This is an optimization exercise on Yosys and OpenROAD, whose aim is small area, a short achievable clock period and few clock cycles, not a production implementation. At most, simulation tests tie the RTL to the original design; equivalence was not proved. No activity file was given, so power comes from the tool's default toggle rates.

==> module c_nor3, before the edit <==
module c_nor3(input a, input b, input c, output y); assign y = ~(a | b | c); endmodule
==> module rd_tree, before the edit <==
module rd_tree(
	input [31:1] sel,
	input fsel,
	input [31:0] fwd,
	input [32*31-1:0] regs,    
	output [31:0] h            
    );
	genvar b, k;
	generate for (b = 0; b < 32; b = b + 1) begin : bt
		wire [31:0] d, s;
		wire [10:0] l1;
		wire [2:0] l2;
		assign d[0] = fwd[b];
		assign s[0] = fsel;
		for (k = 1; k < 32; k = k + 1) begin : t
			assign d[k] = regs[32*(k-1) + b];
			assign s[k] = sel[k];
		end
		for (k = 0; k < 10; k = k + 1) begin : a
			c_a222oi u(.a1(d[3*k]), .a2(s[3*k]), .b1(d[3*k+1]), .b2(s[3*k+1]),
			           .c1(d[3*k+2]), .c2(s[3*k+2]), .y(l1[k]));
		end
		c_a22oi u10(.a1(d[30]), .a2(s[30]), .b1(d[31]), .b2(s[31]), .y(l1[10]));
		c_nand4 n0(.a(l1[0]), .b(l1[1]), .c(l1[2]), .d(l1[3]), .y(l2[0]));
		c_nand4 n1(.a(l1[4]), .b(l1[5]), .c(l1[6]), .d(l1[7]), .y(l2[1]));
		c_nand3 n2(.a(l1[8]), .b(l1[9]), .c(l1[10]), .y(l2[2]));
		c_nor3 o(.a(l2[0]), .b(l2[1]), .c(l2[2]), .y(h[b]));
	end endgenerate
endmodule
==> module rd_port_a, before the edit <==
module rd_port_a(
	input [31:1] sel, input fsel, input [31:0] fwd,
	input lsel, input [31:0] ld,
	input [32*31-1:0] regs,
	output [31:0] q,           
	output [31:0] q0           
    );
	wire [31:0] h;
	rd_tree t(.sel(sel), .fsel(fsel), .fwd(fwd), .regs(regs), .h(h));
	genvar b;
	generate for (b = 0; b < 32; b = b + 1) begin : bt
		wire lt;
		c_nand2 ol(.a(lsel), .b(ld[b]), .y(lt));
		c_nand2 oq(.a(h[b]), .b(lt), .y(q[b]));
		c_inv o0(.a(h[b]), .y(q0[b]));
	end endgenerate
endmodule
==> module rd_port_b, before the edit <==
module rd_port_b(
	input [31:1] sel, input fsel, input [31:0] fwd,
	input [32*31-1:0] regs,
	output [31:0] q,
	output [31:0] qn
    );
	wire [31:0] h;
	rd_tree t(.sel(sel), .fsel(fsel), .fwd(fwd), .regs(regs), .h(h));
	genvar b;
	generate for (b = 0; b < 32; b = b + 1) begin : bt
		c_inv oq(.a(h[b]), .y(q[b]));
	end endgenerate
	assign qn = h;
endmodule
Settings: LEC_CHECK=0, CAP_MARGIN=20, CORE_MARGIN=2, CORE_UTILIZATION=60, CTS_BUF_LIST=sky130_fd_sc_hd__clkbuf_16, CTS_CLUSTER_DIAMETER=60, CTS_CLUSTER_SIZE=30, SLEW_MARGIN=20, SYNTH_HIERARCHICAL=1; clock period 10.5 ns.
standard.sh (not shown) runs the stock make flow with config.mk's settings and CLKGATE_MAP_FILE= SYNTH_SCRIPT=/design/flow/synth_recipe.tcl, a recipe that flattens the netlist after the stock synthesis.
==> flow/flow/run.sh <==
#!/bin/bash
# Layout flow: the standard synthesis, then the ORFS flow with
#  - combinational cells reset to drive strength 1 before floorplanning,
#  - timing repair aimed at a tighter setup target (SETUP_SLACK_MARGIN),
#  - port buffers of a plain buffer cell.
# Each tool's log goes to the ORFS logs folder; make's output to *.log here.
set -e
F=$(pwd)/flow
bash standard.sh synth > synth.log 2>&1
bash standard.sh PRE_FLOORPLAN_TCL=$F/downsize.tcl \
  SETUP_SLACK_MARGIN=7 TNS_END_PERCENT=100 \
  "BUFFER_PORTS_ARGS=-buffer_cell sky130_fd_sc_hd__buf_2" \
  finish > layout.log 2>&1
==> flow/flow/downsize.tcl <==
# Before floorplanning: put every combinational logic cell at its smallest
# drive strength; timing repair later sizes up the cells that need it.
set db [ord::get_db]
set n 0
foreach inst [[ord::get_db_block] getInsts] {
  set m [[$inst getMaster] getName]
  if {![regexp {^sky130_fd_sc_hd__([a-z0-9]+)_([0-9]+)$} $m -> base sz]} { continue }
  if {$sz <= 1} { continue }
  if {[regexp {^(df|edf|sdf|dl|buf|inv|clk|conb|tap|fill|decap|diode|bufbuf|bufinv|probe|lpflow|macro)} $base]} { continue }
  set new [$db findMaster sky130_fd_sc_hd__${base}_1]
  if {$new eq "NULL" || $new eq ""} { continue }
  $inst swapMaster $new
  incr n
}
puts "downsize: $n cells set to drive strength 1"
Then changed:
--- a/flow/design.v
+++ b/flow/design.v
@@ -83,5 +83,4 @@
 endmodule
 module c_xor2(input a, input b, output y); assign y = a ^ b; endmodule
-module c_nor3(input a, input b, input c, output y); assign y = ~(a | b | c); endmodule
 module c_nor4(input a, input b, input c, input d, output y); assign y = ~(a | b | c | d); endmodule
 module eq32(input [31:0] a, input [31:0] b, output eq, output ne);
@@ -170,11 +169,12 @@
 	input [31:0] fwd,
 	input [32*31-1:0] regs,    
-	output [31:0] h            
+	output [31:0] h0,          
+	output [31:0] h1
     );
 	genvar b, k;
 	generate for (b = 0; b < 32; b = b + 1) begin : bt
 		wire [31:0] d, s;
-		wire [10:0] l1;
-		wire [2:0] l2;
+		wire [15:0] l1;
+		wire [3:0] l2;
 		assign d[0] = fwd[b];
 		assign s[0] = fsel;
@@ -183,13 +183,12 @@
 			assign s[k] = sel[k];
 		end
-		for (k = 0; k < 10; k = k + 1) begin : a
-			c_a222oi u(.a1(d[3*k]), .a2(s[3*k]), .b1(d[3*k+1]), .b2(s[3*k+1]),
-			           .c1(d[3*k+2]), .c2(s[3*k+2]), .y(l1[k]));
-		end
-		c_a22oi u10(.a1(d[30]), .a2(s[30]), .b1(d[31]), .b2(s[31]), .y(l1[10]));
-		c_nand4 n0(.a(l1[0]), .b(l1[1]), .c(l1[2]), .d(l1[3]), .y(l2[0]));
-		c_nand4 n1(.a(l1[4]), .b(l1[5]), .c(l1[6]), .d(l1[7]), .y(l2[1]));
-		c_nand3 n2(.a(l1[8]), .b(l1[9]), .c(l1[10]), .y(l2[2]));
-		c_nor3 o(.a(l2[0]), .b(l2[1]), .c(l2[2]), .y(h[b]));
+		for (k = 0; k < 16; k = k + 1) begin : a
+			c_a22oi u(.a1(d[2*k]), .a2(s[2*k]), .b1(d[2*k+1]), .b2(s[2*k+1]), .y(l1[k]));
+		end
+		for (k = 0; k < 4; k = k + 1) begin : n
+			c_nand4 u(.a(l1[4*k]), .b(l1[4*k+1]), .c(l1[4*k+2]), .d(l1[4*k+3]), .y(l2[k]));
+		end
+		c_nor2 o0(.a(l2[0]), .b(l2[1]), .y(h0[b]));
+		c_nor2 o1(.a(l2[2]), .b(l2[3]), .y(h1[b]));
 	end endgenerate
 endmodule
@@ -201,12 +200,12 @@
 	output [31:0] q0           
     );
-	wire [31:0] h;
-	rd_tree t(.sel(sel), .fsel(fsel), .fwd(fwd), .regs(regs), .h(h));
+	wire [31:0] h0, h1;
+	rd_tree t(.sel(sel), .fsel(fsel), .fwd(fwd), .regs(regs), .h0(h0), .h1(h1));
 	genvar b;
 	generate for (b = 0; b < 32; b = b + 1) begin : bt
 		wire lt;
 		c_nand2 ol(.a(lsel), .b(ld[b]), .y(lt));
-		c_nand2 oq(.a(h[b]), .b(lt), .y(q[b]));
-		c_inv o0(.a(h[b]), .y(q0[b]));
+		c_nand3 oq(.a(h0[b]), .b(h1[b]), .c(lt), .y(q[b]));
+		c_nand2 o0(.a(h0[b]), .b(h1[b]), .y(q0[b]));
 	end endgenerate
 endmodule
@@ -217,11 +216,11 @@
 	output [31:0] qn
     );
-	wire [31:0] h;
-	rd_tree t(.sel(sel), .fsel(fsel), .fwd(fwd), .regs(regs), .h(h));
+	wire [31:0] h0, h1;
+	rd_tree t(.sel(sel), .fsel(fsel), .fwd(fwd), .regs(regs), .h0(h0), .h1(h1));
 	genvar b;
 	generate for (b = 0; b < 32; b = b + 1) begin : bt
-		c_inv oq(.a(h[b]), .y(q[b]));
+		c_nand2 oq(.a(h0[b]), .b(h1[b]), .y(q[b]));
+		c_and2 on(.a(h0[b]), .b(h1[b]), .y(qn[b]));
 	end endgenerate
-	assign qn = h;
 endmodule
 module CPU(
What happened:
- The changed run produced a clean layout
- utilization fell by 0.67 points
- maximum frequency goes up by about a fifth
- power came out lower slightly
- cell count increases by roughly a tenth
- via count rises by a few percent
- critical path depth does not change
- die area increases by a few percent
- clock power went down by a few percent
Testbench counts after the change, summed over its fixed seeds: cycles 30,486.
Function not checked in the first run of this note: the RTL went through the layout flow alone.

==> re-timing with driven ports <==
No port has a modelled driver above. Below, the same layouts with a new extraction and two added sets of constraints.
Step 1 sets driving cells, clkbuf_16 on the clock port and buf_2 on the other inputs (assumed; they add their load-dependent delay and slew).
Step 2 also shifts input and output timing later by t, the mid clock arrival at the registers, as if the neighbouring blocks saw the same clock.
Three values: ideal ports, drivers, drivers and shift; two values: the first two.
| run | t (ns) | setup WS [ns] | worst setup path at the end |
|---|---|---|---|
| the first run | 0.748 | 6.342 / 6.342 / 6.171 | input to register |
| the second run | 0.753 | 6.909 / 6.909 / 6.233 | input to register |
After both steps setup and hold are still met in every run listed. The setup slack of the second run, which loses most, moves by 0.000 ns with the drivers and by -0.676 ns with both steps.
